Context: an optimization exercise on an open-source flow, tuned for small area, a short achievable clock period and few clock cycles per item. The choices shown serve that exercise and are no tape-out recipe. Only simulation tests tie the RTL to the original design; equivalence was not proved.

==> flow/design.v <==
`timescale 1ns / 1ps
module rotr
    #(parameter BW = 64)
    (
        input [BW - 1:0] val,     
        input [5:0] n_1,          
        input [5:0] n_2,          
        output [BW - 1:0] out
    );
    assign out = ((val >> n_1) | (val << (BW - n_1))) ^ ((val >> n_2) | (val << (BW - n_2)));
endmodule
module ascon_xor (input a, input b, output y);
    assign y = a ^ b;
endmodule
module ascon_xnor (input a, input b, output y);
    assign y = ~(a ^ b);
endmodule
module ascon_orn (input a, input b, output y);
    assign y = a | ~b;
endmodule
module ascon_or (input a, input b, output y);
    assign y = a | b;
endmodule
module ascon_muxi (input s, input a, input b, output y);
    assign y = ~(s ? a : b);
endmodule
module ascon_c1 (input x1, input x2, input x3, output y);
    assign y = x1 ? ~(x3 & x2) : (x3 & ~x2);
endmodule
module ascon_c1i (input x1, input x2n, input x3, output y);
    assign y = x1 ? ~(x3 & ~x2n) : (x3 & x2n);
endmodule
module ascon_c3 (input x0, input x3, input x4, output y);
    assign y = (x3 & x0) | (x3 & ~x4) | (x0 & ~x4);
endmodule
module ascon_nxt (input ld, input d, input h, input q, input advn, input rn, output n);
    assign n = ~((advn | rn) & ~((ld & d) | (h & q)));
endmodule
module ascon_rd (input [4:0] s, input [4:0] x, output y);
    assign y = |(s & x);
endmodule
`timescale 1ns / 1ps
module round_counter (
    input            clk,
    input            rstn,
    input            en,       
    input            inc,      
    output reg [3:0] dout,     
    output reg       done,     
    output           adv,      
    output     [3:0] knext     
);
    assign adv   = rstn & ~en & inc & ~done;
    assign knext = (dout == 4'd11) ? 4'd0 : dout + 4'd1;
    always @(posedge clk) begin
        if (!rstn || en) begin
            dout <= 4'd0;
            done <= 1'b0;
        end else if (inc && !done) begin
            dout <= dout + 4'd1;
            if (dout == 4'd11)
                done <= 1'b1;
        end
    end
endmodule
`timescale 1ns / 1ps
module ascon_p_serial_multiround     
     #(parameter BW = 64) (
         input clk,
         input rstn,
         input en,                        
         input en_inc,                    
         input [2:0] slice_idx,           
         input [BW-1:0] slice_in,         
         output reg [BW-1:0] slice_out,   
         output done                      
     );
    reg  [BW-1:0] x0, x1, x2, x3, x4;
    wire [3:0]    round;
    wire [3:0]    knext;
    wire          adv;
    round_counter round_ctr (
        .clk(clk), .rstn(rstn), .en(en), .inc(en_inc),
        .dout(round), .done(done), .adv(adv), .knext(knext)
    );
    wire [7:0] kadd = {knext, knext};     
    wire [BW-1:0] d0, d1, d2, d3, d4n;    
    genvar i;
    generate
        for (i = 0; i < BW; i = i + 1) begin : g_sbox
            wire b0, b2, t0n, t2n, c0, c1, c2n, c3, e4, b4;
            ascon_xor  XB0(.a(x0[i]), .b(x4[i]), .y(b0));
            ascon_orn  T2 (.a(x3[i]), .b(x4[i]), .y(t2n));           
            if (i >= 4 && i < 8) begin : g_inv
                ascon_xnor XB2(.a(x2[i]), .b(x1[i]), .y(b2));
                ascon_or   T0 (.a(x1[i]), .b(x2[i]), .y(t0n));       
                ascon_c1i  C1 (.x1(x1[i]), .x2n(x2[i]), .x3(x3[i]), .y(c1));
            end else begin : g_pos
                ascon_xor  XB2(.a(x2[i]), .b(x1[i]), .y(b2));
                ascon_orn  T0 (.a(x1[i]), .b(x2[i]), .y(t0n));       
                ascon_c1   C1 (.x1(x1[i]), .x2(x2[i]), .x3(x3[i]), .y(c1));
            end
            ascon_xnor XC0(.a(b0), .b(t0n), .y(c0));                 
            ascon_xor  XC2(.a(b2), .b(t2n), .y(c2n));                
            ascon_c3   C3 (.x0(x0[i]), .x3(x3[i]), .x4(x4[i]), .y(c3));
            ascon_xnor XE4(.a(x3[i]), .b(x0[i]), .y(e4));
            ascon_xor  XB4(.a(x4[i]), .b(x3[i]), .y(b4));
            ascon_muxi C4 (.s(x1[i]), .a(e4), .b(b4), .y(d4n[i]));   
            ascon_xnor XD0(.a(c0), .b(d4n[i]), .y(d0[i]));           
            ascon_xor  XD1(.a(c1), .b(c0), .y(d1[i]));               
            ascon_xnor XD3(.a(c3), .b(c2n), .y(d3[i]));              
            assign d2[i] = c2n;                                      
        end
    endgenerate
    wire ld0 = rstn & en & (slice_idx == 3'd0);
    wire ld1 = rstn & en & (slice_idx == 3'd1);
    wire ld2 = rstn & en & (slice_idx == 3'd2);
    wire ld3 = rstn & en & (slice_idx == 3'd3);
    wire ld4 = rstn & en & (slice_idx == 3'd4);
    wire h0  = rstn & ~ld0 & ~adv;
    wire h1  = rstn & ~ld1 & ~adv;
    wire h2  = rstn & ~ld2 & ~adv;
    wire h3  = rstn & ~ld3 & ~adv;
    wire h4  = rstn & ~ld4 & ~adv;
    wire advn = ~adv;
    wire [BW-1:0] n0, n1, n2, n3, n4;
    generate
        for (i = 0; i < BW; i = i + 1) begin : g_lin
            wire p0, p1, p2, p3, p4;      
            wire r0, r1, r2, r3, r4;      
            wire e2;
            ascon_xor  P0(.a(d0[(i+19)%64]),  .b(d0[(i+28)%64]),  .y(p0));
            ascon_xor  P1(.a(d1[(i+61)%64]),  .b(d1[(i+39)%64]),  .y(p1));
            ascon_xor  P2(.a(d2[(i+1)%64]),   .b(d2[(i+6)%64]),   .y(p2));
            ascon_xor  P3(.a(d3[(i+10)%64]),  .b(d3[(i+17)%64]),  .y(p3));
            ascon_xor  P4(.a(d4n[(i+7)%64]),  .b(d4n[(i+41)%64]), .y(p4));
            ascon_xnor R0(.a(p0), .b(d0[i]),  .y(r0));
            ascon_xnor R1(.a(p1), .b(d1[i]),  .y(r1));
            if (i < 8) begin : g_rc
                ascon_xor  K2(.a(d2[i]), .b(kadd[i]), .y(e2));
            end else begin : g_norc
                assign e2 = d2[i];
            end
            ascon_xnor R2(.a(p2), .b(e2),     .y(r2));
            ascon_xnor R3(.a(p3), .b(d3[i]),  .y(r3));
            ascon_xor  R4(.a(p4), .b(d4n[i]), .y(r4));              
            ascon_nxt  N0(.ld(ld0), .d(slice_in[i]), .h(h0), .q(x0[i]), .advn(advn), .rn(r0), .n(n0[i]));
            ascon_nxt  N1(.ld(ld1), .d(slice_in[i]), .h(h1), .q(x1[i]), .advn(advn), .rn(r1), .n(n1[i]));
            ascon_nxt  N2(.ld(ld2), .d(slice_in[i]), .h(h2), .q(x2[i]), .advn(advn), .rn(r2), .n(n2[i]));
            ascon_nxt  N3(.ld(ld3), .d(slice_in[i]), .h(h3), .q(x3[i]), .advn(advn), .rn(r3), .n(n3[i]));
            ascon_nxt  N4(.ld(ld4), .d(slice_in[i]), .h(h4), .q(x4[i]), .advn(advn), .rn(r4), .n(n4[i]));
        end
    endgenerate
    always @(posedge clk) begin
        x0 <= n0; x1 <= n1; x2 <= n2; x3 <= n3; x4 <= n4;
    end
    wire [4:0] sel;
    assign sel[0] = (slice_idx == 3'd0);
    assign sel[1] = (slice_idx == 3'd1);
    assign sel[2] = (slice_idx == 3'd2);
    assign sel[3] = (slice_idx == 3'd3);
    assign sel[4] = (slice_idx == 3'd4);
    wire [BW-1:0] rd;
    generate
        for (i = 0; i < BW; i = i + 1) begin : g_rd
            ascon_rd RD(.s(sel), .x({x4[i], x3[i], x2[i], x1[i], x0[i]}), .y(rd[i]));
        end
    endgenerate
    always @(posedge clk)
        slice_out <= rd;
endmodule
clock: 4.2 ns
lec_check: 0
cap_margin: 20
core_margin: 2
core_utilization: 50
cts_buf_list: sky130_fd_sc_hd__clkbuf_8
cts_cluster_diameter: 50
cts_cluster_size: 16
place_density: 0.72
setup_slack_margin: 1.9
slew_margin: 60
synth_hierarchical: 1
synth_minimum_keep_size: 0
standard.sh (not shown) runs the stock make flow with config.mk's settings and CLKGATE_MAP_FILE= SYNTH_SCRIPT=/design/flow/synth_recipe.tcl, a recipe that flattens the netlist after the stock synthesis.
==> flow/flow/run.sh <==
#!/bin/bash
# Layout flow: the standard ORFS flow (standard.sh, all steps from
# synthesis to the final DEF), with the port buffers made of plain
# sky130_fd_sc_hd__buf_2 cells instead of the delay buffers buffer_ports
# picks by default. Everything ORFS prints goes to run_standard.log here;
# each ORFS step also keeps its own log under orfs/logs/.
set -euo pipefail
export BUFFER_PORTS_ARGS="-buffer_cell sky130_fd_sc_hd__buf_2"
bash standard.sh > run_standard.log 2>&1
Testbench counts at the start, summed over its fixed seeds: cycles 6,576, items 384.
Rerun with:
Settings changed: CORE_UTILIZATION 50 to 60, CTS_BUF_LIST sky130_fd_sc_hd__clkbuf_8 to sky130_fd_sc_hd__clkbuf_16, CTS_CLUSTER_DIAMETER 50 to 85, CTS_CLUSTER_SIZE 16 to 25.
Global-route usage rose by 7.1 points.
Non-clock buffer count came out lower by 2.
Clock-buffer cell count is lower by 33.
Routed wire length shrinks by 1.7%.
Setup slack improves by 0.049 ns.
Via count goes up by 1.3%.
Utilization rises by 12 points.
Sequential cell count does not change.
Area after synthesis is unchanged.
Worst hold slack is better by 0.092 ns.

## re-timing with driven ports
In the flow no input, the clock included, has a driving cell. The finished layouts below were timed again as built, in two steps.
Step 1 assumes that a clkbuf_16 drives the clock port and a buf_2 every other input.
Step 2 also shifts input and output timing later by t, the mid clock arrival at the registers, as if the neighbouring blocks saw the same clock.
Slacks: ideal ports / drivers / drivers and shift; pairs: ideal ports / drivers.
run	t (ns)	setup WS [ns]	hold WS [ns]	worst setup path at the end	pins driven straight from the clock port
the first run	0.767	1.760 / 1.760 / 1.434	0.423 / 0.382 / 0.538	input to register	1
the second run	0.665	1.809 / 1.809 / 1.392	0.515 / 0.484 / 0.555	input to register	1
After both steps setup and hold are still met in every run listed. For the second run, which loses most, drivers alone change the setup slack by 0.000 ns; drivers and shift together by -0.417 ns.
